Background: an optimization exercise with open tools, aiming at small area, a short achievable clock period and few clock cycles per item. Do not read the settings as production practice. Function was checked by simulation only, so behaviour that the tests miss may differ from the original. No run shown here takes its clock network from TritonCTS; it comes from the design's own scripts or RTL. The flow treats the clock pin as an ideal source. Dropping or thinning the clock tree relies on that and would not hold on a real chip. No activity file was given, so power comes from the tool's default toggle rates.

==> design/flow/design.v <==
module divider (clk, quot, rem, fin, dvdend, dvsor, reset);
	output [31:0] quot;
	output [63:0] rem;
	output fin;
	input [63:0] dvdend;
	input [31:0] dvsor;
	input clk, reset;
	reg [31:0] r;     
	reg [31:0] q;     
	reg [4:0] cnt;    
	reg ld;           
	reg fin;
	reg [31:0] d;     
	wire [31:0] a = {r[30:0], q[31]};
	wire [31:0] p = a ^ ~d;
	wire [31:0] g0 = {a[31:1] & ~d[31:1], a[0] | ~d[0]};
	wire [31:0] p0 = p;
	wire g1_1 = g0[1] | (p0[1] & g0[0]);
	wire p1_1 = p0[1] & p0[0];
	wire g1_3 = g0[3] | (p0[3] & g0[2]);
	wire p1_3 = p0[3] & p0[2];
	wire g1_5 = g0[5] | (p0[5] & g0[4]);
	wire p1_5 = p0[5] & p0[4];
	wire g1_7 = g0[7] | (p0[7] & g0[6]);
	wire p1_7 = p0[7] & p0[6];
	wire g1_9 = g0[9] | (p0[9] & g0[8]);
	wire p1_9 = p0[9] & p0[8];
	wire g1_11 = g0[11] | (p0[11] & g0[10]);
	wire p1_11 = p0[11] & p0[10];
	wire g1_13 = g0[13] | (p0[13] & g0[12]);
	wire p1_13 = p0[13] & p0[12];
	wire g1_15 = g0[15] | (p0[15] & g0[14]);
	wire p1_15 = p0[15] & p0[14];
	wire g1_17 = g0[17] | (p0[17] & g0[16]);
	wire p1_17 = p0[17] & p0[16];
	wire g1_19 = g0[19] | (p0[19] & g0[18]);
	wire p1_19 = p0[19] & p0[18];
	wire g1_21 = g0[21] | (p0[21] & g0[20]);
	wire p1_21 = p0[21] & p0[20];
	wire g1_23 = g0[23] | (p0[23] & g0[22]);
	wire p1_23 = p0[23] & p0[22];
	wire g1_25 = g0[25] | (p0[25] & g0[24]);
	wire p1_25 = p0[25] & p0[24];
	wire g1_27 = g0[27] | (p0[27] & g0[26]);
	wire p1_27 = p0[27] & p0[26];
	wire g1_29 = g0[29] | (p0[29] & g0[28]);
	wire p1_29 = p0[29] & p0[28];
	wire g1_31 = g0[31] | (p0[31] & g0[30]);
	wire p1_31 = p0[31] & p0[30];
	wire g2_2 = g0[2] | (p0[2] & g1_1);
	wire p2_2 = p0[2] & p1_1;
	wire g2_3 = g1_3 | (p1_3 & g1_1);
	wire p2_3 = p1_3 & p1_1;
	wire g2_6 = g0[6] | (p0[6] & g1_5);
	wire p2_6 = p0[6] & p1_5;
	wire g2_7 = g1_7 | (p1_7 & g1_5);
	wire p2_7 = p1_7 & p1_5;
	wire g2_10 = g0[10] | (p0[10] & g1_9);
	wire p2_10 = p0[10] & p1_9;
	wire g2_11 = g1_11 | (p1_11 & g1_9);
	wire p2_11 = p1_11 & p1_9;
	wire g2_14 = g0[14] | (p0[14] & g1_13);
	wire p2_14 = p0[14] & p1_13;
	wire g2_15 = g1_15 | (p1_15 & g1_13);
	wire p2_15 = p1_15 & p1_13;
	wire g2_18 = g0[18] | (p0[18] & g1_17);
	wire p2_18 = p0[18] & p1_17;
	wire g2_19 = g1_19 | (p1_19 & g1_17);
	wire p2_19 = p1_19 & p1_17;
	wire g2_22 = g0[22] | (p0[22] & g1_21);
	wire p2_22 = p0[22] & p1_21;
	wire g2_23 = g1_23 | (p1_23 & g1_21);
	wire p2_23 = p1_23 & p1_21;
	wire g2_26 = g0[26] | (p0[26] & g1_25);
	wire p2_26 = p0[26] & p1_25;
	wire g2_27 = g1_27 | (p1_27 & g1_25);
	wire p2_27 = p1_27 & p1_25;
	wire g2_30 = g0[30] | (p0[30] & g1_29);
	wire p2_30 = p0[30] & p1_29;
	wire g2_31 = g1_31 | (p1_31 & g1_29);
	wire p2_31 = p1_31 & p1_29;
	wire g3_4 = g0[4] | (p0[4] & g2_3);
	wire p3_4 = p0[4] & p2_3;
	wire g3_5 = g1_5 | (p1_5 & g2_3);
	wire p3_5 = p1_5 & p2_3;
	wire g3_6 = g2_6 | (p2_6 & g2_3);
	wire p3_6 = p2_6 & p2_3;
	wire g3_7 = g2_7 | (p2_7 & g2_3);
	wire p3_7 = p2_7 & p2_3;
	wire g3_12 = g0[12] | (p0[12] & g2_11);
	wire p3_12 = p0[12] & p2_11;
	wire g3_13 = g1_13 | (p1_13 & g2_11);
	wire p3_13 = p1_13 & p2_11;
	wire g3_14 = g2_14 | (p2_14 & g2_11);
	wire p3_14 = p2_14 & p2_11;
	wire g3_15 = g2_15 | (p2_15 & g2_11);
	wire p3_15 = p2_15 & p2_11;
	wire g3_20 = g0[20] | (p0[20] & g2_19);
	wire p3_20 = p0[20] & p2_19;
	wire g3_21 = g1_21 | (p1_21 & g2_19);
	wire p3_21 = p1_21 & p2_19;
	wire g3_22 = g2_22 | (p2_22 & g2_19);
	wire p3_22 = p2_22 & p2_19;
	wire g3_23 = g2_23 | (p2_23 & g2_19);
	wire p3_23 = p2_23 & p2_19;
	wire g3_28 = g0[28] | (p0[28] & g2_27);
	wire p3_28 = p0[28] & p2_27;
	wire g3_29 = g1_29 | (p1_29 & g2_27);
	wire p3_29 = p1_29 & p2_27;
	wire g3_30 = g2_30 | (p2_30 & g2_27);
	wire p3_30 = p2_30 & p2_27;
	wire g3_31 = g2_31 | (p2_31 & g2_27);
	wire p3_31 = p2_31 & p2_27;
	wire g4_8 = g0[8] | (p0[8] & g3_7);
	wire p4_8 = p0[8] & p3_7;
	wire g4_9 = g1_9 | (p1_9 & g3_7);
	wire p4_9 = p1_9 & p3_7;
	wire g4_10 = g2_10 | (p2_10 & g3_7);
	wire p4_10 = p2_10 & p3_7;
	wire g4_11 = g2_11 | (p2_11 & g3_7);
	wire p4_11 = p2_11 & p3_7;
	wire g4_12 = g3_12 | (p3_12 & g3_7);
	wire p4_12 = p3_12 & p3_7;
	wire g4_13 = g3_13 | (p3_13 & g3_7);
	wire p4_13 = p3_13 & p3_7;
	wire g4_14 = g3_14 | (p3_14 & g3_7);
	wire p4_14 = p3_14 & p3_7;
	wire g4_15 = g3_15 | (p3_15 & g3_7);
	wire p4_15 = p3_15 & p3_7;
	wire g4_24 = g0[24] | (p0[24] & g3_23);
	wire p4_24 = p0[24] & p3_23;
	wire g4_25 = g1_25 | (p1_25 & g3_23);
	wire p4_25 = p1_25 & p3_23;
	wire g4_26 = g2_26 | (p2_26 & g3_23);
	wire p4_26 = p2_26 & p3_23;
	wire g4_27 = g2_27 | (p2_27 & g3_23);
	wire p4_27 = p2_27 & p3_23;
	wire g4_28 = g3_28 | (p3_28 & g3_23);
	wire p4_28 = p3_28 & p3_23;
	wire g4_29 = g3_29 | (p3_29 & g3_23);
	wire p4_29 = p3_29 & p3_23;
	wire g4_30 = g3_30 | (p3_30 & g3_23);
	wire p4_30 = p3_30 & p3_23;
	wire g4_31 = g3_31 | (p3_31 & g3_23);
	wire p4_31 = p3_31 & p3_23;
	wire g5_16 = g0[16] | (p0[16] & g4_15);
	wire p5_16 = p0[16] & p4_15;
	wire g5_17 = g1_17 | (p1_17 & g4_15);
	wire p5_17 = p1_17 & p4_15;
	wire g5_18 = g2_18 | (p2_18 & g4_15);
	wire p5_18 = p2_18 & p4_15;
	wire g5_19 = g2_19 | (p2_19 & g4_15);
	wire p5_19 = p2_19 & p4_15;
	wire g5_20 = g3_20 | (p3_20 & g4_15);
	wire p5_20 = p3_20 & p4_15;
	wire g5_21 = g3_21 | (p3_21 & g4_15);
	wire p5_21 = p3_21 & p4_15;
	wire g5_22 = g3_22 | (p3_22 & g4_15);
	wire p5_22 = p3_22 & p4_15;
	wire g5_23 = g3_23 | (p3_23 & g4_15);
	wire p5_23 = p3_23 & p4_15;
	wire g5_24 = g4_24 | (p4_24 & g4_15);
	wire p5_24 = p4_24 & p4_15;
	wire g5_25 = g4_25 | (p4_25 & g4_15);
	wire p5_25 = p4_25 & p4_15;
	wire g5_26 = g4_26 | (p4_26 & g4_15);
	wire p5_26 = p4_26 & p4_15;
	wire g5_27 = g4_27 | (p4_27 & g4_15);
	wire p5_27 = p4_27 & p4_15;
	wire g5_28 = g4_28 | (p4_28 & g4_15);
	wire p5_28 = p4_28 & p4_15;
	wire g5_29 = g4_29 | (p4_29 & g4_15);
	wire p5_29 = p4_29 & p4_15;
	wire g5_30 = g4_30 | (p4_30 & g4_15);
	wire p5_30 = p4_30 & p4_15;
	wire g5_31 = g4_31 | (p4_31 & g4_15);
	wire p5_31 = p4_31 & p4_15;
	wire [31:0] c = {g5_30, g5_29, g5_28, g5_27, g5_26, g5_25, g5_24, g5_23, g5_22, g5_21, g5_20, g5_19, g5_18, g5_17, g5_16, g4_15, g4_14, g4_13, g4_12, g4_11, g4_10, g4_9, g4_8, g3_7, g3_6, g3_5, g3_4, g2_3, g2_2, g1_1, g0[0], 1'b1};    
	wire [31:0] diff = p ^ c;
	wire nb = r[31] | g5_31;    
	always @(posedge clk) begin
		ld <= reset;
		d <= dvsor;
		if (reset) begin
			fin <= 1'b0;
			cnt <= 5'd0;
		end else if (!ld) begin
			cnt <= cnt + 5'd1;
			if (cnt == 5'd31)
				fin <= 1'b1;
		end
		if (ld) begin
			r <= dvdend[63:32];
			q <= dvdend[31:0];
		end else begin
			r <= nb ? diff : a;
			q <= {q[30:0], nb};
		end
	end
	assign quot = q;
	assign rem = {r, 32'h0};
endmodule
==> design/flow/flow/run.sh <==
#!/bin/bash
# Standard layout, with the port buffers made of the smallest buffer cell.
set -euo pipefail
export BUFFER_PORTS_ARGS="-buffer_cell sky130_fd_sc_hd__buf_1"
export SKIP_REPAIR_TIE_FANOUT=1
export PRE_CTS_TCL="$PWD/flow/pre_cts.tcl"
export MANUAL_CTS_NBUF=4
bash standard.sh > standard.log 2>&1
==> design/flow/flow/pre_cts.tcl <==
# A one-level clock tree, built in place of TritonCTS's: the clock port
# drives NBUF clkbuf_16 buffers, each placed at the centre of one group of
# flip-flops and driving that group's clock pins. Every register sees the
# same single buffer stage, so no register's clock is deliberately skewed.
set nbuf $::env(MANUAL_CTS_NBUF)
set block [ord::get_db_block]
set db [ord::get_db]
set clk_net [$block findNet clk]

set pts {}
foreach it [$clk_net getITerms] {
  set bb [[$it getInst] getBBox]
  lappend pts [list $it [expr {([$bb xMin] + [$bb xMax]) / 2.0}] [expr {([$bb yMin] + [$bb yMax]) / 2.0}]]
}

# Recursive bisection at the median, across the longer side of each group's
# bounding box, into nbuf groups of equal size (nbuf a power of two).
proc bisect {pts n} {
  if {$n <= 1 || [llength $pts] < 2} { return [list $pts] }
  set xs {}; set ys {}
  foreach p $pts { lappend xs [lindex $p 1]; lappend ys [lindex $p 2] }
  set dx [expr {[tcl::mathfunc::max {*}$xs] - [tcl::mathfunc::min {*}$xs]}]
  set dy [expr {[tcl::mathfunc::max {*}$ys] - [tcl::mathfunc::min {*}$ys]}]
  set axis [expr {$dx >= $dy ? 1 : 2}]
  set sorted [lsort -real -index $axis $pts]
  set h [expr {[llength $sorted] / 2}]
  set half [expr {$n / 2}]
  return [concat [bisect [lrange $sorted 0 [expr {$h - 1}]] $half] [bisect [lrange $sorted $h end] $half]]
}
set groups [bisect $pts $nbuf]
set cents {}
foreach g $groups {
  set sx 0.0; set sy 0.0
  foreach p $g { set sx [expr {$sx + [lindex $p 1]}]; set sy [expr {$sy + [lindex $p 2]}] }
  set n [llength $g]
  lappend cents [list [expr {$sx / $n}] [expr {$sy / $n}]]
}
set nbuf [llength $groups]

set bufcell sky130_fd_sc_hd__clkbuf_16
if {[info exists ::env(MANUAL_CTS_BUF)]} { set bufcell $::env(MANUAL_CTS_BUF) }
set master [$db findMaster $bufcell]
for {set k 0} {$k < $nbuf} {incr k} {
  set g [lindex $groups $k]
  if {[llength $g] == 0} { continue }
  set b [odb::dbInst_create $block $master "clkbuf_man_$k"]
  set n [odb::dbNet_create $block "clknet_man_$k"]
  $n setSigType CLOCK
  [$b findITerm A] connect $clk_net
  [$b findITerm X] connect $n
  foreach p $g {
    set it [lindex $p 0]
    $it disconnect
    $it connect $n
  }
  set c [lindex $cents $k]
  $b setLocation [expr {int([lindex $c 0] - [$master getWidth] / 2)}] [expr {int([lindex $c 1] - [$master getHeight] / 2)}]
  $b setPlacementStatus PLACED
  puts "manual clock tree: clkbuf_man_$k drives [llength $g] clock pins"
}

# The tree is built: TritonCTS has nothing left to do.
proc clock_tree_synthesis {args} {
  set_propagated_clock [all_clocks]
  puts "clock_tree_synthesis skipped: the clock tree was built by flow/pre_cts.tcl"
}
==> design/flow/standard.sh <==
#!/bin/bash
# synth_recipe.tcl (not shown) runs the flow's synth.tcl, then flattens the netlist and writes it again
# the make line also repeats each setting of config.mk as NAME=value (left out here)
make -C /OpenROAD-flow-scripts/flow DESIGN_CONFIG=/design/flow/config.mk WORK_HOME=/design/flow/orfs CLKGATE_MAP_FILE= SYNTH_SCRIPT=/design/flow/synth_recipe.tcl "${@:-finish}"
==> design/flow/config.mk <==
export PLATFORM = sky130hd
export DESIGN_NAME = divider
export DESIGN_NICKNAME = divider
export VERILOG_FILES = /design/flow/design.v
export SDC_FILE = /design/flow/constraint.sdc
export NUM_CORES = 4
export LEC_CHECK = 0
export ABC_AREA = 1
export CAP_MARGIN = 20
export CORE_MARGIN = 2
export CORE_UTILIZATION = 55
export SETUP_SLACK_MARGIN = 4.65
export SLEW_MARGIN = 20
==> design/flow/constraint.sdc <==
create_clock -name core_clock -period 7.0 [get_ports {clk}]
set_input_delay 1.4000 -clock core_clock [delete_from_list [all_inputs] [get_ports {clk}]]
set_output_delay 1.4000 -clock core_clock [all_outputs]
set_load 0.01 [all_outputs]
==> summary.txt, run 1 <==
- Final core utilization: around 64%
- Top routing layer in use: met4
- Final min period: approximately 2.2 ns
- First-pass GRT wire length: approximately 21,000 µm
- DRC: 0
- Cell internal pwr: 1.29 mW
- #FFs+latches synth: 103
- Average size of a mapped cell: 6.90 µm²
- WL per Instance: ~12 µm
- # fillers: roughly 940
- WL met1: 5710 µm
- Lkg Pwr: 3.20 nW
- Sequential power share: 34.0%
- Gate power share: between 50% and 60%
- Critical Path Start Type: flip-flop
- Sequential area share after synthesis: 37.9%
- Vias per cell: 4.83
- Vias in the first global route: approximately 4,800
- Die Y: between 100 and 150 µm
- Initial DRC Count: 180
- Total gr overflow: 0
- Clock power frac: 10.9%
- Crit path top cell by count: nand2_1
- Initial Util: a little under three fifths
- Mapped Cells: 789
- # diodes: 0
- Num ports: ~200
- Fmax achieved: approximately 450 MHz
- Die width: 104 µm
- Psw: roughly 1.1 mW
- Worst slew pin tran: between 0.8 and 0.9 ns
- Initial antenna violation count: 0
- Status: complete, no violations
- Max-Cap Viols: 0
- Worst path slowest cell: fa_1
- Die area: 10,700 µm²
- Min-Delay Path Class: flip-flop to flip-flop
- Arr. time, crit path: 2.31 ns
- GP Congestion: 0.807
- Pins Over Slew Limit: 0
- Number of hold buffers added after cts: 0
- Period utilization: 32.1%
- Largest net degree at the start of global routing: between 80 and 90
- Most frequent cells in the layout: 296 x nand2_1, 162 x buf_1, 100 x dfxtp_1
- Detail Route Antenna Nets: 0
- RSZ-0062 raised after global routing: false
- DP Area: 5880 µm²
- CP max FO: 4
- Final setup vio count: 0
- Most common cell after layout, fill and taps aside: nand2_1
- Synthesized area: 5450 µm²
- Fin nets: 1,055
- First drt pass iteration count: 4
- Design area: roughly 6200 µm²
- Critical path class: flip-flop to flip-flop
- Setup TNS Final: 0 ns
- Hpwl dp: 8970 µm
- Clock latency on the worst-skew pair: approximately 0.16 ns
- Slew headroom: 42.6%
- I/O Buffers: between 150 and 200
- Via count: 5,068
- Final clock skew: slightly above 0.009 ns
- PD cells: 379 nW/µm²
- Final hold vios: 0
- CP endpoint kind: flip-flop
- Peak supply drop: 0.238 mV
- Switching share of power: a little under half
- Unique masters post-synth: 30
- Routed wl met2: 5950 µm
- Row count: 36
- CORE AREA: 9680 µm²
- WL met3: 1040 µm
- Total track usage: between 20% and 30%
- Final wirelength: 13,000 µm
- Max stage delay on crit path: a little over 0.4 ns
- Clk slew on worst S/H paths: about 0.10 ns
- Syn Nets: 925
- Req. time, crit path: approximately 7.1 ns
- Area growth from synthesis to layout: 14.1%
- Synthesis Warnings: 1
- Layout cell share with drive strength beyond 1: 5.78%
- CP Cell Sequence: inv_1 -> ha_1 -> fa_2 -> inv_2 -> nand3_1 -> nand2_1 -> nand2_1 -> nand2_4 -> nand2_2 -> nand2_8 -> fa_1 -> inv_1 -> nand2_1 -> nand2_1 -> o21ai_0
cell type report:
cell class	count	area [µm²]	area share [%]
Buffer	4	100	1.61
Inverter	94	353	5.68
Multi-Input combinational cell	545	2840	45.7
Sequential cell	103	2070	33.2
Tap cell	133	166	2.68
Timing Repair Buffer	171	688	11.1
power by group through the flow:
stage | logic [mW] | registers [mW] | clock network (mW)
floorplan | 0.867 | 0.842 | 0
global placement | 1.11 | 0.807 | 0
detailed placement | 1.12 | 0.812 | 0
CTS | 1.20 | 0.799 | 0.263
global route | 1.47 | 0.816 | 0.279
finish | 1.30 | 0.801 | 0.256
cell families (layout without fill, tap and decap cells):
group	after synthesis	count (layout)	share of synthesized area, %
xor+xnor	7	7	1.13
other cells	1	1	0.0689
fa+ha+maj	38	38	9.42
compound gates	51	51	5.38
simple gates	441	448	33.1
flops	103	103	37.9
buf+inv	148	269	13.1
metrics by stage:
stage	worst slack (ns)	instances	hold slack, ns	power, mW
after global placement	4.21	1032	0.427	1.91
after global routing	4.63	1050	0.473	2.56
after detailed placement	4.16	1032	0.435	1.94
final	4.75	1050	0.449	2.35
after CTS	4.66	1042	0.450	2.26
after floorplan	4.67	789	0.444	1.71
registers in the layout, indices dropped and copies added, names as in the netlist:
register and flops:
d 32, q 32, r 32, cnt 5, fin 1, ld 1
synthesized netlist by cell type (all sizes together):
library cell	n	area share [%]
buf	41	5.7
a21boi	4	0.55
dfxtp	103	38
fa	5	1.8
nand4	3	0.34
xor2	5	0.80
xnor2	2	0.32
nand3	43	4.2
nor3b	1	0.14
nor3	10	1.0
clkbuf	13	0.90
conb	1	0.069
ha	33	7.6
o21ai	14	1.3
nand2	308	22
nor2	76	5.4
a21o	2	0.28
a21oi	31	3.3
inv	94	6.5
metal layers:
layer,up-vias,track usage [%]
met5,-,0
met1,2219,27.4
met2,173,39.8
met3,21,4.15
met4,0,5.50
li1,2655,-
path summary, 6_finish.rpt:
path | from | to | slack, ns | depth (start not counted)
worst min-delay path | q[3]$_DFF_P_ | q[4]$_DFF_P_ | 0.45 | 2
worst min register to register | q[3]$_DFF_P_ | q[4]$_DFF_P_ | 0.45 | 2
worst max-delay path | q[31]$_DFF_P_ | r[16]$_DFF_P_ | 4.75 | 15
worst max register to register | q[31]$_DFF_P_ | r[16]$_DFF_P_ | 4.75 | 15
critical path: cells and delay by family (launching register included):
kind                     cells  cell delay (ns)
adder cells (fa/ha/maj)      3             0.94
AND/OR/NAND/NOR              8             0.61
flip-flops                   1             0.34
buffers and inverters        3             0.17
AO/OA/AOI/OAI                1             0.07
what timing repair did:
action / 4_1_cts / 5_1_grt
resized for setup: 6 / 11
endpoints found under the setup margin: 33 / 33
setup buffers: 3 / 4
pin swaps: 2 / 6
cloned: 3 / 4
Testbench counts, summed over its fixed seeds: cycles 108,800, items 3,200.
==> run 2: changes to the inputs <==
--- a/design/flow/config.mk
+++ b/design/flow/config.mk
@@ -9,5 +9,6 @@
 export CAP_MARGIN = 20
 export CORE_MARGIN = 2
 export CORE_UTILIZATION = 55
+export GPL_ROUTABILITY_DRIVEN = 0
 export SETUP_SLACK_MARGIN = 4.65
 export SLEW_MARGIN = 20
==> summary.txt, run 2 <==
- Routed wl met2: 5850 µm
- Syn Nets: 925
- Setup TNS Final: 0 ns
- Detail Route Antenna Nets: 0
- Delay-heaviest family, CP: adder cells
- Hpwl dp: 8970 µm
- Vias per cell: 4.78
- Peak supply drop: 0.238 mV
- Final core utilization: 63.4%
- Hold depth: 2
- Most common cell after layout, fill and taps aside: nand2_1
- Max stage delay on crit path: 0.41 ns
- Final clock skew: 0.0121 ns
- Layout cell share with drive strength beyond 1: 5.25%
- WL per Instance: 12.2 µm
- WL met3: 969 µm
- Initial DRC Count: 157
- Via count: 5,002
- Final min period: 2.27 ns
- Die width: slightly above 100 µm
- Synth async-reset ratio: 0%
- I/O Buffers: 162
- Final hold vios: 0
- Area of the multi-input gates: 2780 µm²
- Sequential area share after synthesis: between 30% and 40%
- Reg-to-reg endpoint: r[16]$_DFF_P_
- # diodes: 0
- Synthesis Warnings: 1
- Final wirelength: ~13,000 µm
- Place WS: 4.16 ns
- Clock power frac: 11.2%
- Total track usage: 22.1%
- Critical path class: flip-flop to flip-flop
- Gate power share: 54.2%
- Setup WS post-layout: 4.73 ns
- PD cells: 376 nW/µm²
- First-pass GRT wire length: 20,700 µm
- CP endpoint kind: flip-flop
- DRC: 0
- Arr. time, crit path: 2.33 ns
- # fillers: 954
- Placed insts: 1,032
- Total Power: between 2 and 2.5 mW
- Critical Path Start Type: flip-flop
- Vias in the first global route: 4,798
- First drt pass iteration count: 4
- Lkg Pwr: 3.20 nW
- Hold slack: roughly 0.45 ns
- Worst Setup SP: q[31]$_DFF_P_
- Area contributors post-synth: dfxtp_1 38%, nand2_1 20%, ha_1 7.6%
- Fmax achieved: about 440 MHz
- Cell with the most instances after synthesis: nand2_1
- Min-Delay Path Class: flip-flop to flip-flop
- Post-synth top flop: dfxtp_1
- Max-Cap Viols: 0
- DP Area: 5880 µm²
- Synth top area share: 37.9%
- CP Cell Sequence: inv_1 -> ha_1 -> fa_1 -> inv_2 -> nand3_1 -> nand2_1 -> nand2_1 -> nand2_4 -> nand2_2 -> nand2_8 -> fa_1 -> inv_1 -> nand2_1 -> nand2_1 -> o21ai_0
- Post-synth EDFFs: 0
- Worst path bufs/invs: 3
- Sequential power share: 34.6%
- #FFs+latches synth: 103
- Period utilization: between 30% and 40%
- Crit path top cell by count: nand2_1
- WL met1: 5690 µm
- Mapped Cells: about 790
- Unique masters post-synth: 30
- Critical path depth: 15
- Status: complete, no violations
- Final setup vio count: 0
- Initial antenna violation count: 0
- Worst slew pin tran: 0.874 ns
- Largest net degree at the start of global routing: 89
- Worst path slowest cell: fa_1
- Slew headroom: 41.8%
- R2R depth: 15
- Die Y: 104 µm
- Row count: 36
- Initial Util: 56.2%
- Req. time, crit path: roughly 7 ns
- Most frequent cells in the layout: 296 x nand2_1, 162 x buf_1, 100 x dfxtp_1
- R2R Path Start: q[31]$_DFF_P_
- Num ports: roughly 200
- Finished Layout Cells: 1,047
- Switching share of power: 44.9%
- Average size of a mapped cell: approximately 6.9 µm²
- Psw: 1.04 mW
- Cell internal pwr: 1.27 mW
- RSZ-0062 raised after global routing: true
- CP max FO: 4
- Top cells by count, synth: 297 x nand2_1, 103 x dfxtp_1, 89 x inv_1
- Top cell type by total area after synthesis: dfxtp_1
- Die area: 10,700 µm²
- Top flop regs: d x32, q x32, r x32
- Top routing layer in use: met4
- Area growth from synthesis to layout: 12.7%
- Clock latency on the worst-skew pair: 0.17 ns
- CORE AREA: a little under 10,000 µm²
- Register area: 2070 µm²
- Clk slew on worst S/H paths: 0.10 ns
- Synthesized area: 5450 µm²
- Worst reg-to-reg setup slack: 4.73 ns
- Setup crit end: r[16]$_DFF_P_
- Total gr overflow: 0
- Pins Over Slew Limit: 0
- Fin nets: 1,052
- Design area: 6140 µm²
[run 2: cell counts after synthesis]
No cell type changed its count.
[run 2: worst min-delay path, stage by stage (launching register included)]
cell     delay (ns)
dfxtp_1        0.32
nand2_1        0.06
nand2_1        0.04
[run 2: repair_timing]
item | CTS | global route
pin swaps | 1 | 3
hold buffers | 0 | 0
setup buffers | 3 | 3
gates resized for setup | 4 | 7
gates cloned | 3 | 2
endpoints found under the setup margin | 33 | 31
hold endpoints to repair | 0 | 0
[run 2: final cells by class]
type,instances,area share (%)
plain buffers,4,1.63
inverters,94,5.75
multi-input cells,543,45.2
flip-flops and latches,103,33.6
well taps,133,2.71
repair buffers,170,11.1
[run 2: per-layer routing]
layer	vias up	global-route usage, %
met5	-	0
met4	0	5.21
met3	19	4.47
met2	158	39.9
met1	2189	27.2
li1	2636	-
[run 2: power groups by stage]
stage / Clock [mW] / Sequential, mW / Combinational, mW
global route: 0.280 / 0.814 / 1.42
floorplan: 0 / 0.842 / 0.867
global placement: 0 / 0.807 / 1.11
finish: 0.258 / 0.799 / 1.25
detailed placement: 0 / 0.812 / 1.12
CTS: 0.263 / 0.799 / 1.19
[run 2: cells by family after synthesis]
| kind of cell | share of synthesized area, % |
|---|---|
| simple gates | 33.1 |
| buf+inv | 13.1 |
| flops | 37.9 |
| compound gates | 5.38 |
| fa+ha+maj | 9.42 |
| xor+xnor | 1.13 |
| other cells | 0.0689 |
[run 2: worst min path at each step]
stage | from | endpoint | slack (ns)
floorplan | cnt[4]$_SDFFE_PP0N_ | cnt[4]$_SDFFE_PP0N_ | 0.44
global placement | q[3]$_DFF_P_ | q[4]$_DFF_P_ | 0.43
detailed placement | q[3]$_DFF_P_ | q[4]$_DFF_P_ | 0.44
CTS | q[3]$_DFF_P_ | q[4]$_DFF_P_ | 0.45
global route | q[15]$_DFF_P_ | q[16]$_DFF_P_ | 0.47
finish | q[3]$_DFF_P_ | q[4]$_DFF_P_ | 0.45
==> run 3: changes to the inputs <==
--- a/design/flow/config.mk
+++ b/design/flow/config.mk
@@ -9,6 +9,6 @@
 export CAP_MARGIN = 20
 export CORE_MARGIN = 2
 export CORE_UTILIZATION = 55
-export GPL_ROUTABILITY_DRIVEN = 0
+export PLACE_DENSITY = 0.7
 export SETUP_SLACK_MARGIN = 4.65
 export SLEW_MARGIN = 20
==> summary.txt, run 3 <==
- DRC: 0
- Crit path top cell by count: nand2_1
- #FFs+latches synth: 103
- Sequential area share after synthesis: a little under two fifths
- Final wirelength: 12,900 µm
- Vias per cell: 4.84
- CORE AREA: 9680 µm²
- Hold slack: 0.444 ns
- CP Cell Sequence: inv_1 -> ha_1 -> fa_2 -> inv_2 -> nand3_1 -> nand2_2 -> nand2_1 -> nand2_4 -> nand2_2 -> nand2_8 -> fa_1 -> inv_1 -> nand2_1 -> nand2_1 -> o21ai_0
- Met3 usage: roughly 4.4%
- Area contributors post-synth: dfxtp_1 38%, nand2_1 20%, ha_1 7.6%
- Via count: between 5,000 and 6,000
- CP endpoint kind: flip-flop
- Arr. time, crit path: 2.35 ns
- Synth async-reset ratio: 0%
- PD cells: 378 nW/µm²
- CP max FO: 4
- Cell with the most instances after synthesis: nand2_1
- Finished Layout Cells: 1,047
- Total gr overflow: 0
- Layout cell share with drive strength beyond 1: 5.36%
- Num ports: 195
- Top cells by count, synth: 297 x nand2_1, 103 x dfxtp_1, 89 x inv_1
- Critical path class: flip-flop to flip-flop
- Fmax achieved: 435 MHz
- Most frequent cells in the layout: 296 x nand2_1, 162 x buf_1, 101 x dfxtp_1
- Top cell type by total area after synthesis: dfxtp_1
- Initial Util: 56.2%
- Pins Over Slew Limit: 0
- RSZ-0062 raised after global routing: true
- Area growth from synthesis to layout: 13.5%
- Worst path slowest cell: fa_1
- Synthesis Warnings: 1
- Initial antenna violation count: 0
- Global routing met1 resource utilization: 27.1%
- WL per Instance: 12.3 µm
- Largest net degree at the start of global routing: 89
- Syn Nets: ~900
- Die area: 10,700 µm²
- Total track usage: 23.2%
- Max stage delay on crit path: 0.42 ns
- Synthesized area: 5450 µm²
- Req. time, crit path: slightly above 7 ns
- GP Congestion: 0.868
- Placed insts: 1,032
- Clk slew on worst S/H paths: 0.10 ns
- Final setup vio count: 0
- Most common cell after layout, fill and taps aside: nand2_1
- Synth top area share: 37.9%
- Status: complete, no violations
- Worst path bufs/invs: 3
- I/O Buffers: between 150 and 200
- First drt pass iteration count: 4
- Die width: between 100 and 150 µm
- Average size of a mapped cell: 6.90 µm²
- Worst slew pin tran: 0.909 ns
- Final clock skew: 0.0165 ns
- Busiest grt layer: met2
- Min-Delay Path Class: flip-flop to flip-flop
- Delay-heaviest family, CP: adder cells
- Mapped Cells: 789
- Max-Cap Viols: 0
- Die Y: 104 µm
- First-pass GRT wire length: 21,500 µm
- Row count: 36
- Setup TNS Final: 0 ns
- Unique masters post-synth: 30
- Top flop regs: d x32, q x32, r x32
- Final hold vios: 0
- Number of hold buffers added after cts: 0
- Detail Route Antenna Nets: 0
- Global-route met2 utilization: a little over two fifths
- Hpwl dp: around 9200 µm
- # diodes: 0
- Fin nets: 1,052
- Final min period: 2.30 ns
- Period utilization: 32.8%
- Initial DRC Count: 165
- Total Power: 2.34 mW
- Lkg Pwr: 3.20 nW
- Clock latency on the worst-skew pair: 0.17 ns
- Post-synth top flop: dfxtp_1
- Critical Path Start Type: flip-flop
- Peak supply drop: slightly above 0.2 mV
- Slew headroom: 39.4%
- Vias in the first global route: 4,984
- Post-synth EDFFs: 0
-- run 3: cell counts after synthesis --
No cell type changed its count.
-- run 3: cells by family after synthesis --
group           synth area share, %
fa+ha+maj                      9.42
flops                          37.9
buf+inv                        13.1
compound gates                 5.38
simple gates                   33.1
xor+xnor                       1.13
other cells                  0.0689
-- run 3: timing repair --
action | CTS | global route
resized for setup | 5 | 6
cloned | 3 | 0
endpoints found under the hold margin | 0 | 0
setup endpoints to repair | 33 | 32
pin swaps | 2 | 2
setup buffers | 3 | 5
-- run 3: metal layers --
metal,vias up,routed length (µm),part of all wire (%)
li1,2634,-,-
met3,19,867,6.7
met4,0,259,2.0
met1,2277,5450,42
met2,139,6280,49
met5,-,0,0
-- run 3: through the flow --
step | worst slack [ns] | instance area (µm²) | util, %
after floorplan | 4.67 | 5450 | -
after global placement | 4.28 | 5880 | 60.7
after detailed placement | 4.20 | 5880 | 60.7
after CTS | 4.65 | 6060 | 62.6
after global routing | 4.57 | 6180 | 63.8
final | 4.70 | 6180 | 63.8
-- run 3: area by class of cell --
| type | count | area [µm²] |
|---|---|---|
| Buffer | 4 | 100 |
| Fill cell | 928 | 3500 |
| Inverter | 94 | 353 |
| Multi-Input combinational cell | 541 | 2780 |
| Sequential cell | 103 | 2060 |
| Tap cell | 133 | 166 |
| Timing Repair Buffer | 172 | 721 |
-- run 3: report_power, final --
group / switching, mW / internal, mW
sequential: 0.106 / 0.703
clock: 0.151 / 0.106
combinational: 0.782 / 0.489
-- run 3: worst paths after layout --
check | start | to | slack (ns) | cells past startpoint
setup reg to reg | q[31]$_DFF_P_ | r[16]$_DFF_P_ | 4.70 | 15
hold reg to reg | q[30]$_DFF_P_ | q[31]$_DFF_P_ | 0.44 | 2
setup / recovery | q[31]$_DFF_P_ | r[16]$_DFF_P_ | 4.70 | 15
hold / removal | q[30]$_DFF_P_ | q[31]$_DFF_P_ | 0.44 | 2
-- run 3: worst min-delay path, stage by stage (launching register included) --
cell     delay, ns
dfxtp_1       0.32
nand2_1       0.06
nand2_1       0.04
==> run 4: changes to the inputs <==
--- a/design/flow/config.mk
+++ b/design/flow/config.mk
@@ -9,6 +9,5 @@
 export CAP_MARGIN = 20
 export CORE_MARGIN = 2
 export CORE_UTILIZATION = 55
-export PLACE_DENSITY = 0.7
-export SETUP_SLACK_MARGIN = 4.65
+export SETUP_SLACK_MARGIN = 4.75
 export SLEW_MARGIN = 20
==> summary.txt, run 4 <==
- Status: complete, no violations
- DRC: 0
- Area contributors post-synth: dfxtp_1 38%, nand2_1 20%, ha_1 7.6%
- # fillers: 902
- Largest net degree at the start of global routing: between 80 and 90
- Mapped Cells: 789
- R2R depth: 15
- First-pass GRT wire length: 21,300 µm
- Worst path bufs/invs: 1
- Min-Delay Path Class: flip-flop to flip-flop
- Setup TNS Final: 0 ns
- Num ports: 195
- Final min period: 2.20 ns
- Unique masters post-synth: 30
- Area growth from synthesis to layout: 20.4%
- Cell with the most instances after synthesis: nand2_1
- PD cells: 386 nW/µm²
- Final setup vio count: 0
- Final wirelength: 13,700 µm
- Register area: between 2000 and 2500 µm²
- Die area: 10,700 µm²
- Top cell type by total area after synthesis: dfxtp_1
- Peak supply drop: 0.216 mV
- Total track usage: a little under a quarter
- Vias per cell: 4.76
- #FFs+latches synth: 103
- Average size of a mapped cell: 6.90 µm²
- First drt pass iteration count: 4
- Hold depth: 2
- Via count: 5,065
- Slew headroom: 40.4%
- Hold slack: 0.439 ns
- GP Congestion: 0.806
- Hpwl dp: 9060 µm
- Detail Route Antenna Nets: 0
- Pins Over Slew Limit: 0
- Final clock skew: 0.0154 ns
- Lkg Pwr: 3.30 nW
- Top cells by count, synth: 297 x nand2_1, 103 x dfxtp_1, 89 x inv_1
- Period utilization: 31.4%
- Synth top area share: 37.9%
- Critical path depth: 1
- Place WS: 4.23 ns
- Initial Util: 56.2%
- HP Start: q[4]$_DFF_P_
- Initial DRC Count: 147
- Final hold vios: 0
- Req. time, crit path: between 5 and 6 ns
- Top flop regs: d x32, q x32, r x32
- CP endpoint kind: primary output
- I/O Buffers: 162
- Worst slew pin tran: approximately 0.89 ns
- Post-synth EDFFs: 0
- Critical Path Start Type: flip-flop
- Post-synth top flop: dfxtp_1
- Placed insts: 1,032
- Finished Layout Cells: 1,063
- Clk slew on worst S/H paths: 0.11 ns
- Number of hold buffers added after cts: 0
- Critical path class: flip-flop to primary output
- Arr. time, crit path: 0.80 ns
- Clock latency on the worst-skew pair: around 0.17 ns
- Total gr overflow: 0
- WL per Instance: 12.8 µm
- CORE AREA: 9680 µm²
- Die Y: 104 µm
- Synthesis Warnings: 1
- Max-Cap Viols: 0
- Setup WS post-layout: 4.80 ns
- Sequential area share after synthesis: between 30% and 40%
- Worst Setup SP: r[14]$_DFF_P_
- Vias in the first global route: 4,802
- Synthesized area: 5450 µm²
- CP Cell Sequence: buf_1
- Area of the multi-input gates: 3030 µm²
- Fin nets: 1,067
- R2R Path Start: q[31]$_DFF_P_
- Die width: about 100 µm
- Most frequent cells in the layout: 291 x nand2_1, 162 x buf_1, 95 x dfxtp_1
- Row count: 36
- Worst path slowest cell: dfxtp_1
- Syn Nets: between 900 and 1,000
- Max stage delay on crit path: 0.44 ns
- Initial antenna violation count: 1
- Synth async-reset ratio: 0%
- Fmax achieved: approximately 460 MHz
- CP max FO: 3
- Most common cell after layout, fill and taps aside: nand2_1
- RSZ-0062 raised after global routing: true
- Layout cell share with drive strength beyond 1: 10.3%
- Delay-heaviest family, CP: flip-flops
==> run 4: cell counts after synthesis <==
No cell type changed its count.
==> run 4: layout make-up <==
class,instances,share of cell area (%)
Multi-Input combinational cell,543,46.3
Sequential cell,103,31.6
Timing Repair Buffer,185,12.6
Inverter,94,5.38
Tap cell,133,2.54
Buffer,4,1.53
Antenna cell,1,0.0382
==> run 4: worst paths after layout <==
path	slack, ns	end
worst max register to register	4.81	r[16]$_DFF_P_
worst min-delay path	0.44	q[5]$_DFF_P_
worst min register to register	0.44	q[5]$_DFF_P_
worst max-delay path	4.80	rem[46]
==> run 4: through the flow <==
stage	power (mW)	instance area [µm²]	utilization (%)
detailed placement	1.95	5900	60.9
global placement	1.93	5900	60.9
global route	2.75	6550	67.7
floorplan	1.71	5470	-
finish	2.53	6560	67.7
CTS	2.32	6150	63.5
==> run 4: what timing repair did <==
action	in CTS	in global routing
buffers inserted	10	10
pin swaps	2	13
cloned	3	3
resized for setup	5	40
endpoints found under the setup margin	33	32
==> run 4: cells by family (layout without fill, tap and decap cells) <==
group                      count (synthesis)  after routing  synth area share [%]
AOI/OAI and AO/OA                         51             51                  5.38
xor gates and xnor gates                   7              7                  1.13
DFF                                      103            103                  37.9
buffers and inverters                    148            283                  13.1
adders and majority gates                 38             38                  9.42
and+or+nand+nor                          441            446                  33.1
other                                      1              2                0.0689
==> run 4: routing by layer <==
metal | global-route usage (%) | vias to the layer above | part of all wire [%]
met1 | 27.8 | 2239 | 42
met3 | 5.03 | 11 | 7.4
met5 | 0 | - | 0
met2 | 43.1 | 138 | 49
li1 | - | 2677 | -
met4 | 4.44 | 0 | 1.2
==> run 4: power by group <==
| part | leakage, nW | total [mW] | switching [mW] | internal (mW) |
|---|---|---|---|---|
| combinational | 2.38 | 1.44 | 0.849 | 0.596 |
| clock | 0.0493 | 0.261 | 0.155 | 0.106 |
| sequential | 0.867 | 0.823 | 0.115 | 0.708 |
| total | 3.30 | 2.53 | 1.12 | 1.41 |
==> run 5: changes to the inputs <==
--- a/design/flow/flow/run.sh
+++ b/design/flow/flow/run.sh
@@ -5,4 +5,5 @@
 export SKIP_REPAIR_TIE_FANOUT=1
 export PRE_CTS_TCL="$PWD/flow/pre_cts.tcl"
 export MANUAL_CTS_NBUF=4
+export ADDER_MAP_FILE=
 bash standard.sh > standard.log 2>&1
--- a/design/flow/config.mk
+++ b/design/flow/config.mk
@@ -8,6 +8,6 @@
 export ABC_AREA = 1
 export CAP_MARGIN = 20
 export CORE_MARGIN = 2
-export CORE_UTILIZATION = 55
+export CORE_UTILIZATION = 45
 export SETUP_SLACK_MARGIN = 4.75
 export SLEW_MARGIN = 20
==> summary.txt, run 5 <==
- HP Start: q[11]$_DFF_P_
- Layout cell share with drive strength beyond 1: 8.99%
- R2R Path Start: r[16]$_DFF_P_
- Via count: 5,347
- Hold depth: 2
- Status: complete, no violations
- WL per Instance: 12.5 µm
- R2R depth: 15
- Synthesis Warnings: 1
- Initial Util: between 40 and 50%
- Area contributors post-synth: dfxtp_1 37%, nand2_1 23%, inv_1 6.8%
- Setup WS post-layout: ~4.8 ns
- CORE AREA: 12,000 µm²
- Slew headroom: between 50% and 60%
- I/O Buffers: 162
- Final setup vio count: 0
- Total track usage: a little over a fifth
- Vias per cell: 4.70
- Lkg Pwr: about 3.4 nW
- Peak supply drop: about 0.22 mV
- GP Congestion: 0.858
- DRC: 0
- Average size of a mapped cell: 6.48 µm²
- Die width: 115 µm
- Clock latency on the worst-skew pair: 0.17 ns
- Top cell type by total area after synthesis: dfxtp_1
- Clk slew on worst S/H paths: 0.10 ns
- RSZ-0062 raised after global routing: false
- Cell with the most instances after synthesis: nand2_1
- Total gr overflow: 0
- Fmax achieved: 458 MHz
- Sequential area share after synthesis: about 37%
- Max-Cap Viols: 0
- Vias in the first global route: 5,035
- Area growth from synthesis to layout: 15.1%
- Num ports: 195
- CP max FO: 3
- Worst Setup SP: r[3]$_DFF_P_
- Top cells by count, synth: 339 x nand2_1, 103 x dfxtp_1, 100 x inv_1
- Most frequent cells in the layout: 338 x nand2_1, 162 x buf_1, 100 x dfxtp_1
- Worst path bufs/invs: 1
- Period utilization: a little under a third
- Largest net degree at the start of global routing: between 60 and 70
- Critical Path Start Type: flip-flop
- First drt pass iteration count: 4
- #FFs+latches synth: 103
- Mapped Cells: 856
- Final min period: between 2 and 2.5 ns
- Worst path slowest cell: dfxtp_1
- Post-synth top flop: dfxtp_1
- Max stage delay on crit path: 0.45 ns
- Total Power: 2.40 mW
- Die area: 13,200 µm²
- Fin nets: between 1,000 and 1,500
- Pins Over Slew Limit: 0
- CP endpoint kind: primary output
- PD cells: roughly 380 nW/µm²
- Syn Nets: 954
- Most common cell after layout, fill and taps aside: nand2_1
- Setup TNS Final: 0 ns
- Place WS: 3.49 ns
- Req. time, crit path: ~5.6 ns
- Die Y: between 100 and 150 µm
- Synthesized area: 5550 µm²
- Synth async-reset ratio: 0%
- Arr. time, crit path: 0.78 ns
- Initial DRC Count: around 230
- Worst hold path endpoint: q[12]$_DFF_P_
- Row count: 40
- Reg-to-reg endpoint: r[14]$_DFF_P_
- Post-synth EDFFs: 0
- Number of hold buffers added after cts: 0
- Final wirelength: 14,200 µm
- Critical path class: flip-flop to primary output
- Unique masters post-synth: 40
- Hpwl dp: between 9000 and 10,000 µm
- First-pass GRT wire length: 22,900 µm
- Top flop regs: d x32, q x32, r x32
- Worst slew pin tran: 0.720 ns
- Initial antenna violation count: 0
- # fillers: 1,249
- Final clock skew: between 0.01 and 0.015 ns
- Final hold vios: 0
- Synth top area share: 37.2%
- Detail Route Antenna Nets: 0
- Min-Delay Path Class: flip-flop to flip-flop
- CP Cell Sequence: buf_1
- Delay-heaviest family, CP: flip-flops
- Final core utilization: 53.2%
- Worst reg-to-reg setup slack: 4.91 ns
- # diodes: 0
[run 5: timing repair]
| item | in CTS | in global routing |
|---|---|---|
| endpoints found under the hold margin | 0 | 0 |
| buffers inserted | 7 | 13 |
| gates resized for setup | 3 | 16 |
| cloned | 2 | 1 |
| endpoints found under the setup margin | 33 | 33 |
| pin swaps | 2 | 6 |
[run 5: worst reg2reg max path, cell delays in order (launching register included)]
cell	delay (ns)
dfxtp_1	0.35
inv_1	0.08
nor2_1	0.05
nor2_2	0.15
nand2_1	0.09
inv_1	0.07
nand2_1	0.10
inv_2	0.11
nand2_4	0.10
nor3_4	0.29
nand2_8	0.11
nand3_4	0.12
buf_12	0.14
nand3_1	0.09
nand3_1	0.10
nand2_1	0.06
[run 5: how the worst max path moves through the flow]
stage / endpoint / slack [ns] / depth (start not counted)
2_1_floorplan: r[13]$_DFF_P_ / 5.16 / 15
3_3_place_gp: r[0]$_DFF_P_ / 3.60 / 13
3_5_place_dp: r[0]$_DFF_P_ / 3.49 / 13
4_1_cts: r[14]$_DFF_P_ / 4.75 / 13
5_1_grt: r[5]$_DFF_P_ / 4.73 / 15
6_report: rem[35] / 4.82 / 1
[run 5: final cells by class]
| class | count | area, µm² | share of cell area, % |
|---|---|---|---|
| sequential | 103 | 2070 | 32.3 |
| multi-input combinational | 590 | 2810 | 44.1 |
| buffer | 4 | 100 | 1.57 |
| inverter | 109 | 412 | 6.45 |
| tap | 147 | 184 | 2.88 |
| timing repair buffer | 184 | 811 | 12.7 |
[run 5: where the power goes]
part           switching, mW  internal (mW)  leakage, nW  total [mW]
clock                  0.156          0.106       0.0493       0.262
sequential            0.0902          0.702        0.867       0.792
combinational          0.840          0.508         2.43        1.35
total                   1.09           1.32         3.35        2.40
[run 5: kinds of logic (layout without fill, tap and decap cells)]
logic type	Yosys count	after routing	share of synthesized area, %
xor+xnor	13	13	2.19
flops	103	103	37.2
other cells	1	1	0.0676
buf+inv	166	297	14.2
compound gates	44	45	4.60
simple gates	529	531	41.8
[run 5: metrics by stage]
step           area [µm²]  hold WS, ns  std cells
2_1_floorplan        5550        0.447        856
3_3_place_gp         5980        0.428       1110
3_5_place_dp         5980        0.430       1110
4_1_cts              6220        0.451       1123
5_1_grt              6390        0.474       1137
6_report             6390        0.449       1137
[run 5: per-layer routing]
| metal | up-vias | global-route usage [%] | routed length, µm |
|---|---|---|---|
| li1 | 2875 | - | - |
| met1 | 2285 | 26.3 | 6430 |
| met2 | 170 | 37.9 | 6510 |
| met3 | 17 | 3.90 | 1050 |
| met4 | 0 | 3.13 | 237 |
| met5 | - | 0 | 0 |
==> run 6: changes to the inputs <==
--- a/design/flow/config.mk
+++ b/design/flow/config.mk
@@ -8,6 +8,6 @@
 export ABC_AREA = 1
 export CAP_MARGIN = 20
 export CORE_MARGIN = 2
-export CORE_UTILIZATION = 45
+export CORE_UTILIZATION = 55
 export SETUP_SLACK_MARGIN = 4.75
 export SLEW_MARGIN = 20
==> summary.txt, run 6 <==
- Status: complete, no violations
- Syn Nets: 954
- Delay-heaviest family, CP: flip-flops
- Peak supply drop: 0.219 mV
- Period utilization: 30.9%
- Setup TNS Final: 0 ns
- Hpwl dp: between 9000 and 10,000 µm
- Top flop regs: d x32, q x32, r x32
- Final min period: around 2.2 ns
- Final wirelength: between 10,000 and 15,000 µm
- Simple-gate share of the synthesized area: 41.8%
- Lkg Pwr: 3.35 nW
- Worst reg-to-reg setup slack: ~4.9 ns
- Detail Route Antenna Nets: 0
- Slew headroom: between 60% and 70%
- Post-synthesis mux area share: 0%
- Unique masters post-synth: 40
- PD cells: around 380 nW/µm²
- Num ports: around 200
- First drt pass iteration count: 5
- Mapped Cells: ~860
- RSZ-0062 raised after global routing: true
- Synthesized area: 5550 µm²
- Most frequent cells in the layout: 338 x nand2_1, 162 x buf_1, 99 x inv_1, 99 x dfxtp_1, 63 x nand3_1
- #FFs+latches synth: between 100 and 150
- Cell with the most instances after synthesis: nand2_1
- CP Cell Sequence: buf_1
- Final setup vio count: 0
- HP Start: q[6]$_DFF_P_
- Post-synth top flop: dfxtp_1
- CP endpoint kind: primary output
- Area growth from synthesis to layout: 14.9%
- Area contributors post-synth: dfxtp_1 37%, nand2_1 23%, inv_1 6.8%
- Design area: 6380 µm²
- Synth async-reset ratio: 0%
- Arr. time, crit path: 0.76 ns
- Vias in the first global route: between 5,000 and 6,000
- Average size of a mapped cell: 6.48 µm²
- Post-synthesis xor/xnor area fraction: 2.19%
- GP Congestion: 0.872
- Final clock skew: 0.0243 ns
- Clock latency on the worst-skew pair: 0.17 ns
- Via count: 5,474
- Synthesis Warnings: 1
- Req. time, crit path: between 5 and 6 ns
- Vias per cell: just under 5
- Largest family of logic cells by synthesized area: simple AND/OR/NAND/NOR gates
- Critical path class: flip-flop to primary output
- Sequential area share after synthesis: 37.2%
- Initial DRC Count: 231
- Die Y: 104 µm
- # diodes: 0
- Max stage delay on crit path: 0.41 ns
- Number of hold buffers added after cts: 0
- I/O Buffers: 162
- Initial Util: a little under three fifths
- Worst slew pin tran: 0.541 ns
- DP Area: 5970 µm²
- Top cell type by total area after synthesis: dfxtp_1
- R2R Path Start: r[16]$_DFF_P_
- Min-Delay Path Class: flip-flop to flip-flop
- Layout cell share with drive strength beyond 1: 8.87%
- Post-synth EDFFs: 0
- Worst path bufs/invs: 1
- Critical Path Start Type: flip-flop
- Final core utilization: ~65%
- Synth top area share: 37.2%
- Top cells by count, synth: 339 x nand2_1, 103 x dfxtp_1, 100 x inv_1
- Die area: ~11,000 µm²
- Total gr overflow: 0
- Worst Setup SP: r[3]$_DFF_P_
- DRC: 0
- First-pass GRT wire length: 23,900 µm
- Fmax achieved: roughly 460 MHz
- CORE AREA: 9770 µm²
- Adder-cell share of the synthesized area: 0%
- CP max FO: 3
- Total track usage: 25.5%
- Most common cell after layout, fill and taps aside: nand2_1
- Row count: 36
- Worst path slowest cell: dfxtp_1
- Die width: 104 µm
- Fin nets: 1,092
- Final hold vios: 0
- Initial antenna violation count: 0
- Pins Over Slew Limit: 0
- Max-Cap Viols: 0
- WL per Instance: 12.6 µm
- Clk slew on worst S/H paths: 0.09 ns
- Largest net degree at the start of global routing: 67
- Compound-Gate Fraction of Synth Area: 4.60%
[run 6: cells by family (layout without fill, tap and decap cells)]
| logic type | Yosys count | after routing |
|---|---|---|
| other cells | 1 | 1 |
| buf+inv | 166 | 299 |
| compound gates | 44 | 45 |
| xor+xnor | 13 | 13 |
| flops | 103 | 103 |
| simple gates | 529 | 531 |
[run 6: what timing repair did]
item                                   4_1_cts  5_1_grt
pin swaps                                    3        6
setup buffers                               11       11
resized for setup                            7       17
gates cloned                                 2        1
setup endpoints to repair                   37       36
endpoints found under the hold margin        0        0
[run 6: report_power, final]
group          total [mW]  leakage (nW)  switching (mW)  internal, mW
Sequential          0.791         0.867          0.0888         0.702
Combinational        1.36          2.43           0.856         0.504
Clock               0.259        0.0493           0.154         0.106
Total                2.41          3.35            1.10          1.31
[run 6: area by class of cell]
cell class | instances | area (µm²)
fillers | 981 | 3390
multi-input cells | 590 | 2790
flip-flops and latches | 103 | 2070
repair buffers | 186 | 833
inverters | 109 | 419
well taps | 133 | 166
plain buffers | 4 | 100
[run 6: routing by layer]
| layer | GRT usage, % | up-vias | share of wire (%) |
|---|---|---|---|
| li1 | - | 2876 | - |
| met1 | 31.9 | 2395 | 43 |
| met2 | 45.6 | 185 | 46 |
| met3 | 5.45 | 18 | 9.0 |
| met4 | 4.15 | 0 | 1.5 |
| met5 | 0 | - | 0 |
[run 6: final timing paths]
path	to	cells after the start
min	q[7]$_DFF_P_	2
max	rem[35]	1
min reg2reg	q[7]$_DFF_P_	2
max reg2reg	r[15]$_DFF_P_	15
[run 6: stage by stage]
stage	total power, mW	hold slack [ns]	setup slack (ns)	instances
3_3_place_gp	1.95	0.423	3.70	1096
2_1_floorplan	1.74	0.447	5.16	856
4_1_cts	2.35	0.443	4.73	1113
3_5_place_dp	1.98	0.429	3.53	1096
6_report	2.41	0.447	4.84	1125
5_1_grt	2.62	0.470	4.73	1125
==> run 7: changes to the inputs <==
--- a/design/flow/flow/run.sh
+++ b/design/flow/flow/run.sh
@@ -5,5 +5,4 @@
 export SKIP_REPAIR_TIE_FANOUT=1
 export PRE_CTS_TCL="$PWD/flow/pre_cts.tcl"
 export MANUAL_CTS_NBUF=4
-export ADDER_MAP_FILE=
 bash standard.sh > standard.log 2>&1
--- a/design/flow/config.mk
+++ b/design/flow/config.mk
@@ -9,5 +9,5 @@
 export CAP_MARGIN = 20
 export CORE_MARGIN = 2
 export CORE_UTILIZATION = 55
-export SETUP_SLACK_MARGIN = 4.75
+export SETUP_SLACK_MARGIN = 4.7
 export SLEW_MARGIN = 20
==> summary.txt, run 7 <==
- DRC: 0
- Hold depth: 2
- Hpwl dp: 9060 µm
- Row count: 36
- Max-Cap Viols: 0
- CP Cell Sequence: inv_2 -> ha_4 -> fa_2 -> inv_2 -> nand3_2 -> nand2_2 -> nand2_2 -> nand2_4 -> nand2_4 -> nand2_8 -> fa_1 -> inv_1 -> nand2_1 -> nand2_1 -> o21ai_1
- Total track usage: 22.8%
- Final min period: 2.24 ns
- Clock power frac: 10.7%
- Fmax achieved: 446 MHz
- Psw: 1.08 mW
- Top flop regs: d x32, q x32, r x32
- Req. time, crit path: 7.07 ns
- Area growth from synthesis to layout: 15.9%
- CP endpoint kind: flip-flop
- WL per Instance: 12.5 µm
- Final clock skew: 0.0154 ns
- Cell with the most instances after synthesis: nand2_1
- Synth async-reset ratio: 0%
- Clk slew on worst S/H paths: 0.11 ns
- Number of hold buffers added after cts: 0
- Total gr overflow: 0
- Worst slew pin tran: 0.855 ns
- Area contributors post-synth: dfxtp_1 38%, nand2_1 20%, ha_1 7.6%
- RSZ-0062 raised after global routing: true
- Synthesized area: 5450 µm²
- Period utilization: approximately 32%
- Sequential area share after synthesis: between 30% and 40%
- Fin nets: about 1,100
- Initial Util: 56.2%
- Finished Layout Cells: ~1,100
- Arr. time, crit path: 2.31 ns
- Post-synth EDFFs: 0
- Lkg Pwr: 3.23 nW
- Most frequent cells in the layout: 294 x nand2_1, 162 x buf_1, 100 x dfxtp_1
- Worst path slowest cell: fa_1
- Gate power share: 55.9%
- Vias per cell: ~4.9
- Die width: 104 µm
- Initial DRC Count: 169
- Die area: 10,700 µm²
- WL met1: 5610 µm
- Critical path class: flip-flop to flip-flop
- Largest net degree at the start of global routing: about 90
- Final wirelength: 13,200 µm
- Min-Delay Path Class: flip-flop to flip-flop
- CORE AREA: 9680 µm²
- First-pass GRT wire length: 21,100 µm
- Top routing layer in use: met4
- Critical Path Start Type: flip-flop
- CP max FO: 4
- Pins Over Slew Limit: 0
- Synthesis Warnings: 1
- Post-synth top flop: dfxtp_1
- Worst reg-to-reg setup slack: 4.76 ns
- Setup TNS Final: 0 ns
- Detail Route Antenna Nets: 0
- First drt pass iteration count: 5
- Final setup vio count: 0
- Slew headroom: 43.0%
- Status: complete, no violations
- Layout cell share with drive strength beyond 1: 6.96%
- Most common cell after layout, fill and taps aside: nand2_1
- Max stage delay on crit path: 0.41 ns
- R2R depth: 15
- Placed insts: a little over 1,000
- Final hold vios: 0
- Clock latency on the worst-skew pair: around 0.17 ns
- Average size of a mapped cell: between 6 and 7 µm²
- Sequential power share: roughly 34%
- Syn Nets: 925
- Via count: 5,137
- Mapped Cells: just under 800
- Die Y: 104 µm
- Switching share of power: 45.1%
- PD cells: between 300 and 400 nW/µm²
- Num ports: roughly 200
- Top cell type by total area after synthesis: dfxtp_1
- WL met3: roughly 980 µm
- Total Power: 2.40 mW
- I/O Buffers: 162
- Vias in the first global route: approximately 4,800
- GP Congestion: 0.833
- Top cells by count, synth: 297 x nand2_1, 103 x dfxtp_1, 89 x inv_1
- #FFs+latches synth: 103
- Synth top area share: 37.9%
- Peak supply drop: 0.219 mV
- Cell internal pwr: approximately 1.3 mW
- Unique masters post-synth: 30
- Routed wl met2: 6310 µm
- Initial antenna violation count: 1
run 7: cell count changes after synthesis, moves of 6 or more:
cell / before / now
nand2_1: 339 / 297
nor3_1: 3 / 9
nand4_1: 26 / 3
nand3_2: 8 / 0
nor2_1: 58 / 73
inv_1: 100 / 89
nand3_1: 63 / 42
ha_1: 0 / 33
buf_2: 8 / 0
run 7: logic make-up after synthesis:
kind of cell    Yosys count  synth area share (%)
compound gates           51                  5.38
xor+xnor                  7                  1.13
fa+ha+maj                38                  9.42
buf+inv                 148                  13.1
flops                   103                  37.9
other cells               1                0.0689
simple gates            441                  33.1
run 7: layer usage:
metal	vias to the layer above	global-route usage [%]
met3	19	3.90
met2	161	41.7
li1	2665	-
met4	0	3.76
met1	2292	28.7
met5	-	0
run 7: final timing paths:
| kind | from | endpoint |
|---|---|---|
| worst max-delay path | q[31]$_DFF_P_ | r[16]$_DFF_P_ |
| worst min-delay path | q[3]$_DFF_P_ | q[4]$_DFF_P_ |
| worst max register to register | q[31]$_DFF_P_ | r[16]$_DFF_P_ |
| worst min register to register | q[3]$_DFF_P_ | q[4]$_DFF_P_ |
run 7: power by group through the flow:
stage	Clock, mW	Combinational, mW	Sequential [mW]
floorplan	0	0.868	0.842
global placement	0	1.11	0.806
detailed placement	0	1.14	0.809
CTS	0.260	1.23	0.796
global route	0.283	1.52	0.819
finish	0.256	1.34	0.802
run 7: final cells by class:
| class | count | area (µm²) |
|---|---|---|
| multi-input cells | 545 | 2900 |
| plain buffers | 4 | 100 |
| flip-flops and latches | 103 | 2070 |
| repair buffers | 173 | 721 |
| diodes | 1 | 2.50 |
| fillers | 917 | 3370 |
| inverters | 94 | 353 |
| well taps | 133 | 166 |
run 7: stage by stage:
stage | worst slack (ns) | cell area (µm²) | utilization, % | hold WS, ns
after CTS | 4.73 | 6090 | 62.9 | 0.451
after global placement | 4.27 | 5880 | 60.7 | 0.426
final | 4.76 | 6310 | 65.2 | 0.448
after detailed placement | 4.19 | 5880 | 60.7 | 0.428
after global routing | 4.63 | 6310 | 65.1 | 0.464
after floorplan | 4.71 | 5460 | - | 0.444
run 7: what timing repair did:
action | in CTS | in global routing
pin swaps | 2 | 14
endpoints found under the setup margin | 33 | 32
cloned | 3 | 5
gates resized for setup | 6 | 20
buffers inserted | 3 | 5
run 7: worst max-delay path: cells and delay by family (launching register included):
family                   cells  cell delay [ns]
buffers and inverters        3             0.18
flip-flops                   1             0.36
AO/OA/AOI/OAI                1             0.07
adder cells (fa/ha/maj)      3             0.94
AND/OR/NAND/NOR              8             0.58
==> run 8: changes to the inputs <==
--- a/design/flow/flow/run.sh
+++ b/design/flow/flow/run.sh
@@ -5,4 +5,5 @@
 export SKIP_REPAIR_TIE_FANOUT=1
 export PRE_CTS_TCL="$PWD/flow/pre_cts.tcl"
 export MANUAL_CTS_NBUF=4
+export ADDER_MAP_FILE=
 bash standard.sh > standard.log 2>&1
--- a/design/flow/config.mk
+++ b/design/flow/config.mk
@@ -9,5 +9,5 @@
 export CAP_MARGIN = 20
 export CORE_MARGIN = 2
 export CORE_UTILIZATION = 55
-export SETUP_SLACK_MARGIN = 4.7
+export SETUP_SLACK_MARGIN = 4.65
 export SLEW_MARGIN = 20
==> summary.txt, run 8 <==
- Pins Over Slew Limit: 0
- # diodes: 0
- Status: complete, no violations
- Vias in the first global route: 5,377
- Setup TNS Final: 0 ns
- Max-Cap Viols: 0
- Area growth from synthesis to layout: 13.7%
- Worst hold path endpoint: q[7]$_DFF_P_
- Critical Path Start Type: flip-flop
- Fin nets: 1,084
- Final setup vio count: 0
- Row count: 36
- HP Start: q[6]$_DFF_P_
- Reg-to-reg endpoint: r[15]$_DFF_P_
- Critical path class: flip-flop to flip-flop
- #FFs+latches synth: 103
- Vias per cell: 4.87
- Gate power share: 56.0%
- Final wirelength: 14,100 µm
- Sequential power share: between 30% and 40%
- Period utilization: 31.0%
- GP Congestion: just under 0.9
- I/O Buffers: 162
- CP max FO: 8
- Fmax achieved: 461 MHz
- Place WS: 3.53 ns
- Clock latency on the worst-skew pair: 0.17 ns
- Hpwl dp: 9830 µm
- Largest net degree at the start of global routing: 67
- RSZ-0062 raised after global routing: true
- First-pass GRT wire length: around 24,000 µm
- Final hold vios: 0
- Top cells by count, synth: 339 x nand2_1, 103 x dfxtp_1, 100 x inv_1
- Worst reg-to-reg setup slack: 4.83 ns
- Min-Delay Path Class: flip-flop to flip-flop
- Layout cell share with drive strength beyond 1: 7.72%
- Hold depth: 2
- First drt pass iteration count: 5
- Top cell type by total area after synthesis: dfxtp_1
- Slew headroom: 49.8%
- Cell with the most instances after synthesis: nand2_1
- Switching share of power: 45.8%
- Finished Layout Cells: 1,117
- Via count: 5,440
- Final min period: 2.17 ns
- Post-synth EDFFs: 0
- Initial antenna violation count: 0
- Clock power frac: 10.8%
- Final clock skew: 0.0176 ns
- Psw: 1.09 mW
- Placed insts: about 1,100
- PD cells: between 300 and 400 nW/µm²
- Average size of a mapped cell: 6.48 µm²
- Total track usage: 25.4%
- Sequential area share after synthesis: a little under two fifths
- Peak supply drop: 0.219 mV
- CP endpoint kind: flip-flop
- Post-synth top flop: dfxtp_1
- Most common cell after layout, fill and taps aside: nand2_1
- Synthesized area: 5550 µm²
- Clk slew on worst S/H paths: 0.11 ns
- CORE AREA: between 9000 and 10,000 µm²
- Lkg Pwr: roughly 3.3 nW
- Unique masters post-synth: 40
- Cell internal pwr: 1.29 mW
- Setup WS post-layout: just under 5 ns
- Synth async-reset ratio: 0%
- Initial DRC Count: about 280
- Top flop regs: d x32, q x32, r x32
- Die width: 104 µm
- Total gr overflow: 0
- Synth top area share: 37.2%
- Req. time, crit path: 7.06 ns
- Synthesis Warnings: 1
- DRC: 0
- Initial Util: a little under three fifths
- Die area: 10,900 µm²
- Arr. time, crit path: around 2.2 ns
- Detail Route Antenna Nets: 0
- WL per Instance: 12.6 µm
- R2R Path Start: r[16]$_DFF_P_
- Most frequent cells in the layout: 339 x nand2_1, 162 x buf_1, 100 x dfxtp_1
- Mapped Cells: about 860
- Syn Nets: 954
- Worst slew pin tran: 0.753 ns
- R2R depth: 15
- Die Y: 104 µm
- Num ports: 195
- Area contributors post-synth: dfxtp_1 37%, nand2_1 23%, inv_1 6.8%
## run 8: logic make-up (layout without fill, tap and decap cells)
kind of cell	Yosys count	after routing	share of synthesized area, %
DFF	103	103	37.2
buffers and inverters	166	291	14.2
other	1	1	0.0676
and+or+nand+nor	529	531	41.8
AOI/OAI and AO/OA	44	45	4.60
xor gates and xnor gates	13	13	2.19
## run 8: per-layer routing
layer	up-vias	part of all wire (%)	routed length, µm	GRT usage (%)
met5	-	0	0	0
met4	0	1.7	240	3.67
met3	19	9.0	1270	5.45
met2	198	46	6500	45.7
met1	2365	43	6100	31.8
li1	2858	-	-	-
## run 8: stage by stage
stage	util [%]	total power, mW	hold WS (ns)	cell area (µm²)
after CTS	63.2	2.31	0.443	6170
final	64.6	2.38	0.446	6310
after global placement	61.0	1.95	0.423	5970
after global routing	64.6	2.59	0.470	6310
after detailed placement	61.0	1.98	0.429	5970
after floorplan	-	1.74	0.447	5550
## run 8: power by group through the flow
stage / clock (mW) / combinational, mW / sequential, mW
2_1_floorplan: 0 / 0.897 / 0.838
3_3_place_gp: 0 / 1.16 / 0.797
3_5_place_dp: 0 / 1.18 / 0.802
4_1_cts: 0.265 / 1.26 / 0.789
5_1_grt: 0.287 / 1.50 / 0.807
6_report: 0.257 / 1.33 / 0.790
## run 8: final cells by class
cell class / instances / area (µm²)
repair buffers: 178 / 778
well taps: 133 / 166
flip-flops and latches: 103 / 2070
inverters: 109 / 419
plain buffers: 4 / 100
fillers: 987 / 3460
multi-input cells: 590 / 2780
## run 8: how the worst max path moves through the flow
| stage | start | to | slack (ns) | cells after the start |
|---|---|---|---|---|
| 2_1_floorplan | r[19]$_DFF_P_ | r[13]$_DFF_P_ | 5.16 | 15 |
| 3_3_place_gp | r[17]$_DFF_P_ | r[5]$_DFF_P_ | 3.70 | 12 |
| 3_5_place_dp | r[17]$_DFF_P_ | r[0]$_DFF_P_ | 3.53 | 13 |
| 4_1_cts | r[0]$_DFF_P_ | r[14]$_DFF_P_ | 4.68 | 15 |
| 5_1_grt | ld$_DFF_P_ | cnt[4]$_SDFFE_PP0N_ | 4.64 | 11 |
| 6_report | r[16]$_DFF_P_ | r[15]$_DFF_P_ | 4.83 | 15 |
## run 8: worst max-delay path, stage by stage, from the launching register on
cell     delay, ns
dfxtp_1       0.34
inv_1         0.07
nor2_1        0.04
nor2_1        0.17
nand2_1       0.11
inv_1         0.08
nand2_1       0.11
inv_2         0.11
nand2_4       0.10
nor3_4        0.29
nand2_8       0.12
nand3_4       0.13
buf_4         0.16
nand3_1       0.07
nand3_1       0.07
nand2_1       0.08
## run 8: timing repair
item,CTS,global route
pin swaps,2,4
buffers inserted,8,6
endpoints found under the setup margin,36,35
gates cloned,2,1
resized for setup,5,11
hold buffers,0,0

## static timing again, ports no longer ideal
How much do the figures lean on ideal ports? The routed layouts below were timed once more, with nothing changed but the port constraints. Step 1 (the two cells are an assumption about what drives the block):
set clk [get_ports {clk}]
set_driving_cell -lib_cell sky130_fd_sc_hd__clkbuf_16 $clk
set_driving_cell -lib_cell sky130_fd_sc_hd__buf_2 [delete_from_list [all_inputs] $clk]
Step 2 moves the port delays by t, midway between the first and last clock arrival at a register: inputs arrive t later, outputs are due t later. That takes back most of the time a late clock gives input paths. a / b / c = no drivers / after step 1 / after step 2; a / b = the first two.
run | shift t [ns] | slack for setup (ns) | clock arrival spread, ns | slew at the worst register clock pin (ns)
run 1 | 0.240 | 4.753 / 4.732 / 4.753 | 0.009 / 0.009 | 0.10 / 0.10
run 2 | 0.243 | 4.729 / 4.729 / 4.729 | 0.013 / 0.013 | 0.10 / 0.10
run 3 | 0.245 | 4.702 / 4.702 / 4.702 | 0.016 / 0.016 | 0.11 / 0.11
run 4 | 0.243 | 4.803 / 4.724 / 4.812 | 0.016 / 0.016 | 0.11 / 0.11
run 5 | 0.245 | 4.817 / 4.733 / 4.911 | 0.014 / 0.014 | 0.11 / 0.11
run 6 | 0.242 | 4.836 / 4.756 / 4.875 | 0.024 / 0.024 | 0.11 / 0.11
run 7 | 0.242 | 4.758 / 4.722 / 4.758 | 0.015 / 0.015 | 0.11 / 0.11
run 8 | 0.239 | 4.831 / 4.756 / 4.831 | 0.017 / 0.018 | 0.11 / 0.11
After both steps setup and hold are still met in every run listed.
